This is an optimization exercise on Yosys and OpenROAD, whose aim is small area and a short achievable clock period, not a production implementation. Where RTL was checked, it was by simulation tests only, not by an equivalence proof against the original. Power and IR drop assume default switching activity.

==> v26: inputs <==
Design mod, start of the top module:
module mod (
    input logic clk,
    input logic reset,
    input logic [15:0] samp,
    output logic pull,
    output logic pdata
);
==> flow/config.mk <==
export PLATFORM = sky130hd
export DESIGN_NAME = mod
export DESIGN_NICKNAME = mod
export VERILOG_FILES = /design/flow/design.v
export SDC_FILE = /design/flow/constraint.sdc
export NUM_CORES = 4
export LEC_CHECK = 0
export ABC_AREA = 1
export CAP_MARGIN = 20
export CORE_MARGIN = 2
export CORE_UTILIZATION = 40
export GPL_TIMING_DRIVEN = 0
export SETUP_SLACK_MARGIN = 2.9
export SLEW_MARGIN = 20
==> flow/constraint.sdc <==
create_clock -name core_clock -period 5.2 [get_ports {clk}]
set_input_delay 1.0400 -clock core_clock [delete_from_list [all_inputs] [get_ports {clk}]]
set_output_delay 1.0400 -clock core_clock [all_outputs]
set_load 0.01 [all_outputs]
standard.sh (not shown) runs the stock make flow with config.mk's settings and CLKGATE_MAP_FILE= SYNTH_SCRIPT=/design/flow/synth_recipe.tcl, a recipe that flattens the netlist after the stock synthesis.
==> flow/flow/run.sh <==
#!/bin/bash
# The standard layout (the standard.sh), but without Yosys's full-adder
# extraction (ADDER_MAP_FILE empty): ABC then maps the adders itself, into
# faster gates than the fixed sky130 fa/ha cells. Registers are unchanged.
# The port buffers are the smallest buffer cell (buffer_ports -buffer_cell).
set -euo pipefail
bash standard.sh ADDER_MAP_FILE= 'BUFFER_PORTS_ARGS=-buffer_cell sky130_fd_sc_hd__buf_1'  finish > standard_flow.log 2>&1
==> v39: changes against v26 <==
--- a/flow/design.v
+++ b/flow/design.v
@@ -8,17 +8,17 @@
 );
     localparam logic [39:0] TH = 40'h00014CCCCC;
     logic [7:0]  cnt;
     logic [15:0] sv;
     logic [39:2] xb;
     logic [39:8] pb;
     logic [1:0] q;
     logic [4:1] cx, cx_n;
-    logic [4:1] cp, cp_n;
+    logic [3:1] cp, cp_n;
     logic        q_out;     
     logic        pull_r;    
     wire [7:0] d0_0 = xb[9:2];
     wire o0 = 1'b0;
     wire [7:0] d1_0 = xb[17:10];
     wire a1_1 = &xb[17:10];
     wire a2_1 = &xb[17:11];
     wire g1 = a1_1 & cx[1];
@@ -130,18 +130,18 @@
     wire s37 = xb[28] ^ pb[28];
     wire c38 = xb[28] & pb[28];
     wire s39 = xb[29] ^ pb[29];
     wire c40 = xb[29] & pb[29];
     wire s41 = xb[30] ^ pb[30];
     wire c42 = xb[30] & pb[30];
     wire s43 = xb[31] ^ pb[31];
     wire c44 = xb[31] & pb[31];
-    wire s45 = xb[32] ^ pb[32] ^ cp[4];
-    wire c46 = (xb[32] & pb[32]) | (xb[32] & cp[4]) | (pb[32] & cp[4]);
+    wire s45 = xb[32] ^ pb[32];
+    wire c46 = xb[32] & pb[32];
     wire s47 = xb[33] ^ pb[33];
     wire c48 = xb[33] & pb[33];
     wire s49 = xb[34] ^ pb[34];
     wire c50 = xb[34] & pb[34];
     wire s51 = xb[35] ^ pb[35];
     wire c52 = xb[35] & pb[35];
     wire s53 = xb[36] ^ pb[36];
     wire c54 = xb[36] & pb[36];
@@ -232,38 +232,52 @@
     wire s135 = s59 ^ c58 ^ c134;
     wire c136 = (s59 & c58) | (s59 & c134) | (c58 & c134);
     wire [5:0] ps137 = {1'b0, pb[12], pb[11], pb[10], pb[9], pb[8]} + {1'b0, ~sv[4], ~sv[3], ~sv[2], ~sv[1], ~sv[0]} + 6'(1'b1);
     assign cp_n[1] = ps137[5];
     wire [4:0] ps138 = {1'b0, pb[16], pb[15], pb[14], pb[13]} + {1'b0, ~sv[8], ~sv[7], ~sv[6], ~sv[5]} + 5'(cp[1]);
     assign cp_n[2] = ps138[4];
     wire [7:0] ps139 = {1'b0, pb[23], pb[22], pb[21], pb[20], pb[19], pb[18], pb[17]} + {1'b0, ~sv[15], ~sv[14], ~sv[13], ~sv[12], ~sv[11], ~sv[10], ~sv[9]} + 8'(cp[2]);
     assign cp_n[3] = ps139[7];
-    wire [8:0] ps140 = {1'b0, pb[31], pb[30], pb[29], pb[28], pb[27], pb[26], pb[25], pb[24]} + {1'b0, ~q[1], ~q[1], ~q[1], ~q[1], ~q[1], ~q[1], ~q[1], ~q[1]} + 9'(cp[3]);
-    assign cp_n[4] = ps140[8];
-    wire inc141 = cp[4] & !(~q[1]);
-    wire dec142 = (~q[1]) & !cp[4];
-    wire t143 = inc141 | dec142;
-    wire s144 = pb[32] ^ t143;
-    wire t145 = (inc141 & pb[32]) | (dec142 & !(pb[32]));
-    wire s146 = pb[33] ^ t145;
-    wire t147 = (inc141 & pb[32] & pb[33]) | (dec142 & !(pb[32] | pb[33]));
-    wire s148 = pb[34] ^ t147;
-    wire t149 = (inc141 & pb[32] & pb[33] & pb[34]) | (dec142 & !(pb[32] | pb[33] | pb[34]));
-    wire s150 = pb[35] ^ t149;
-    wire t151 = (inc141 & pb[32] & pb[33] & pb[34] & pb[35]) | (dec142 & !(pb[32] | pb[33] | pb[34] | pb[35]));
-    wire s152 = pb[36] ^ t151;
-    wire t153 = (inc141 & pb[32] & pb[33] & pb[34] & pb[35] & pb[36]) | (dec142 & !(pb[32] | pb[33] | pb[34] | pb[35] | pb[36]));
-    wire s154 = pb[37] ^ t153;
-    wire t155 = (inc141 & pb[32] & pb[33] & pb[34] & pb[35] & pb[36] & pb[37]) | (dec142 & !(pb[32] | pb[33] | pb[34] | pb[35] | pb[36] | pb[37]));
-    wire s156 = pb[38] ^ t155;
-    wire t157 = (inc141 & pb[32] & pb[33] & pb[34] & pb[35] & pb[36] & pb[37] & pb[38]) | (dec142 & !(pb[32] | pb[33] | pb[34] | pb[35] | pb[36] | pb[37] | pb[38]));
-    wire s158 = pb[39] ^ t157;
+    wire inc140 = cp[3] & !(~q[1]);
+    wire dec141 = (~q[1]) & !cp[3];
+    wire t142 = inc140 | dec141;
+    wire s143 = pb[24] ^ t142;
+    wire t144 = (inc140 & pb[24]) | (dec141 & !(pb[24]));
+    wire s145 = pb[25] ^ t144;
+    wire t146 = (inc140 & pb[24] & pb[25]) | (dec141 & !(pb[24] | pb[25]));
+    wire s147 = pb[26] ^ t146;
+    wire t148 = (inc140 & pb[24] & pb[25] & pb[26]) | (dec141 & !(pb[24] | pb[25] | pb[26]));
+    wire s149 = pb[27] ^ t148;
+    wire t150 = (inc140 & pb[24] & pb[25] & pb[26] & pb[27]) | (dec141 & !(pb[24] | pb[25] | pb[26] | pb[27]));
+    wire s151 = pb[28] ^ t150;
+    wire t152 = (inc140 & pb[24] & pb[25] & pb[26] & pb[27] & pb[28]) | (dec141 & !(pb[24] | pb[25] | pb[26] | pb[27] | pb[28]));
+    wire s153 = pb[29] ^ t152;
+    wire t154 = (inc140 & pb[24] & pb[25] & pb[26] & pb[27] & pb[28] & pb[29]) | (dec141 & !(pb[24] | pb[25] | pb[26] | pb[27] | pb[28] | pb[29]));
+    wire s155 = pb[30] ^ t154;
+    wire t156 = (inc140 & pb[24] & pb[25] & pb[26] & pb[27] & pb[28] & pb[29] & pb[30]) | (dec141 & !(pb[24] | pb[25] | pb[26] | pb[27] | pb[28] | pb[29] | pb[30]));
+    wire s157 = pb[31] ^ t156;
+    wire t158 = (inc140 & pb[24] & pb[25] & pb[26] & pb[27] & pb[28] & pb[29] & pb[30] & pb[31]) | (dec141 & !(pb[24] | pb[25] | pb[26] | pb[27] | pb[28] | pb[29] | pb[30] | pb[31]));
+    wire s159 = pb[32] ^ t158;
+    wire t160 = (inc140 & pb[24] & pb[25] & pb[26] & pb[27] & pb[28] & pb[29] & pb[30] & pb[31] & pb[32]) | (dec141 & !(pb[24] | pb[25] | pb[26] | pb[27] | pb[28] | pb[29] | pb[30] | pb[31] | pb[32]));
+    wire s161 = pb[33] ^ t160;
+    wire t162 = (inc140 & pb[24] & pb[25] & pb[26] & pb[27] & pb[28] & pb[29] & pb[30] & pb[31] & pb[32] & pb[33]) | (dec141 & !(pb[24] | pb[25] | pb[26] | pb[27] | pb[28] | pb[29] | pb[30] | pb[31] | pb[32] | pb[33]));
+    wire s163 = pb[34] ^ t162;
+    wire t164 = (inc140 & pb[24] & pb[25] & pb[26] & pb[27] & pb[28] & pb[29] & pb[30] & pb[31] & pb[32] & pb[33] & pb[34]) | (dec141 & !(pb[24] | pb[25] | pb[26] | pb[27] | pb[28] | pb[29] | pb[30] | pb[31] | pb[32] | pb[33] | pb[34]));
+    wire s165 = pb[35] ^ t164;
+    wire t166 = (inc140 & pb[24] & pb[25] & pb[26] & pb[27] & pb[28] & pb[29] & pb[30] & pb[31] & pb[32] & pb[33] & pb[34] & pb[35]) | (dec141 & !(pb[24] | pb[25] | pb[26] | pb[27] | pb[28] | pb[29] | pb[30] | pb[31] | pb[32] | pb[33] | pb[34] | pb[35]));
+    wire s167 = pb[36] ^ t166;
+    wire t168 = (inc140 & pb[24] & pb[25] & pb[26] & pb[27] & pb[28] & pb[29] & pb[30] & pb[31] & pb[32] & pb[33] & pb[34] & pb[35] & pb[36]) | (dec141 & !(pb[24] | pb[25] | pb[26] | pb[27] | pb[28] | pb[29] | pb[30] | pb[31] | pb[32] | pb[33] | pb[34] | pb[35] | pb[36]));
+    wire s169 = pb[37] ^ t168;
+    wire t170 = (inc140 & pb[24] & pb[25] & pb[26] & pb[27] & pb[28] & pb[29] & pb[30] & pb[31] & pb[32] & pb[33] & pb[34] & pb[35] & pb[36] & pb[37]) | (dec141 & !(pb[24] | pb[25] | pb[26] | pb[27] | pb[28] | pb[29] | pb[30] | pb[31] | pb[32] | pb[33] | pb[34] | pb[35] | pb[36] | pb[37]));
+    wire s171 = pb[38] ^ t170;
+    wire t172 = (inc140 & pb[24] & pb[25] & pb[26] & pb[27] & pb[28] & pb[29] & pb[30] & pb[31] & pb[32] & pb[33] & pb[34] & pb[35] & pb[36] & pb[37] & pb[38]) | (dec141 & !(pb[24] | pb[25] | pb[26] | pb[27] | pb[28] | pb[29] | pb[30] | pb[31] | pb[32] | pb[33] | pb[34] | pb[35] | pb[36] | pb[37] | pb[38]));
+    wire s173 = pb[39] ^ t172;
     wire [39:2] xb_n = {s135, s133, s131, s129, s127, s125, s123, s121, s119, s117, s115, s113, s111, s109, s107, s105, s103, s101, s99, s97, s95, s93, s91, s89, s87, s85, s83, s81, s79, s77, s75, s73, s71, s69, s67, s65, s63, s61};
-    wire [39:8] pb_n = {s158, s156, s154, s152, s150, s148, s146, s144, ps140[7], ps140[6], ps140[5], ps140[4], ps140[3], ps140[2], ps140[1], ps140[0], ps139[6], ps139[5], ps139[4], ps139[3], ps139[2], ps139[1], ps139[0], ps138[3], ps138[2], ps138[1], ps138[0], ps137[4], ps137[3], ps137[2], ps137[1], ps137[0]};
+    wire [39:8] pb_n = {s173, s171, s169, s167, s165, s163, s161, s159, s157, s155, s153, s151, s149, s147, s145, s143, ps139[6], ps139[5], ps139[4], ps139[3], ps139[2], ps139[1], ps139[0], ps138[3], ps138[2], ps138[1], ps138[0], ps137[4], ps137[3], ps137[2], ps137[1], ps137[0]};
     always_ff @(posedge clk or posedge reset) begin
         if (reset) begin
             cnt <= 8'hFF;
             pull_r <= 1'b1;
             sv  <= '0;
             xb  <= 38'h2000533332;
             pb  <= '0;
             q   <= '0;
- SETUP_SLACK_MARGIN: 2.9 -> 3.0
==> summary.txt <==
Status
  • Status: timing/DRC/antenna clean

Placed design
  • Detail Placement HPWL: 9.85 mm

Power and ir drop
  • Pint: 2920 uW
  • Switching Power: 2630 uW

Final layout
  • Share of post-route cells with drive strength above 1: 15.5%

Clock tree
  • Setup Fix Bufs, Post-CTS: 1

Worst setup path
  • Crit-path cells: nand4_1 -> nor3_2 -> nand2_1 -> o21ai_2 -> nand3_2 -> nand2_2 -> inv_2 -> nand2_1 -> nand2_1 -> nor3_2 -> nand2_2 -> nand3_2 -> nand2_1
That was v39.
==> summary.txt <==
Status
  • Status: timing/DRC/antenna clean

Worst setup path
  • Crit-path cells: clkbuf_4 -> nand2_1 -> nor2_4 -> nand2_2 -> nor2_4 -> nand2_2 -> o21ai_2 -> nand2_2 -> o21ai_2 -> xor2_2 -> nand2_2 -> o21ai_1
  • WP depth: 12

Clock tree
  • Setup Fix Bufs, Post-CTS: 0

Final layout
  • Share of post-route cells with drive strength above 1: 12.0%

Drt
  • Detail Route met2 WL: 5.63 mm

Placed design
  • Detail Placement HPWL: 9.35 mm

Die
  • Die width: 132 um
That was v26.
The RTL of v26 was laid out without a check of its function.

==> what the ideal ports hide <==
In the flow no input, the clock included, has a driving cell. The finished layouts below were timed again as built, in two steps. Step 1: set_driving_cell puts a clkbuf_16 on clk and a buf_2 on each other input, an assumption about the parent block. Step 2 adds t to the input delays and takes it off the output delays; t is the mean of the earliest and latest rising clock arrival at the registers after step 1. Input paths then give back, and output paths get back, about the clock's delay inside the block. Three values: no drivers, after step 1, after step 2; two values: the first two.
run | shift t [ns] | slack for setup (ns) | worst setup path after step 2
v26 | 0.394 | 3.066 / 3.066 / 3.066 | register to register
v39 | 0.396 | 3.045 / 3.045 / 3.045 | register to register
After both steps every run listed still meets setup and hold.
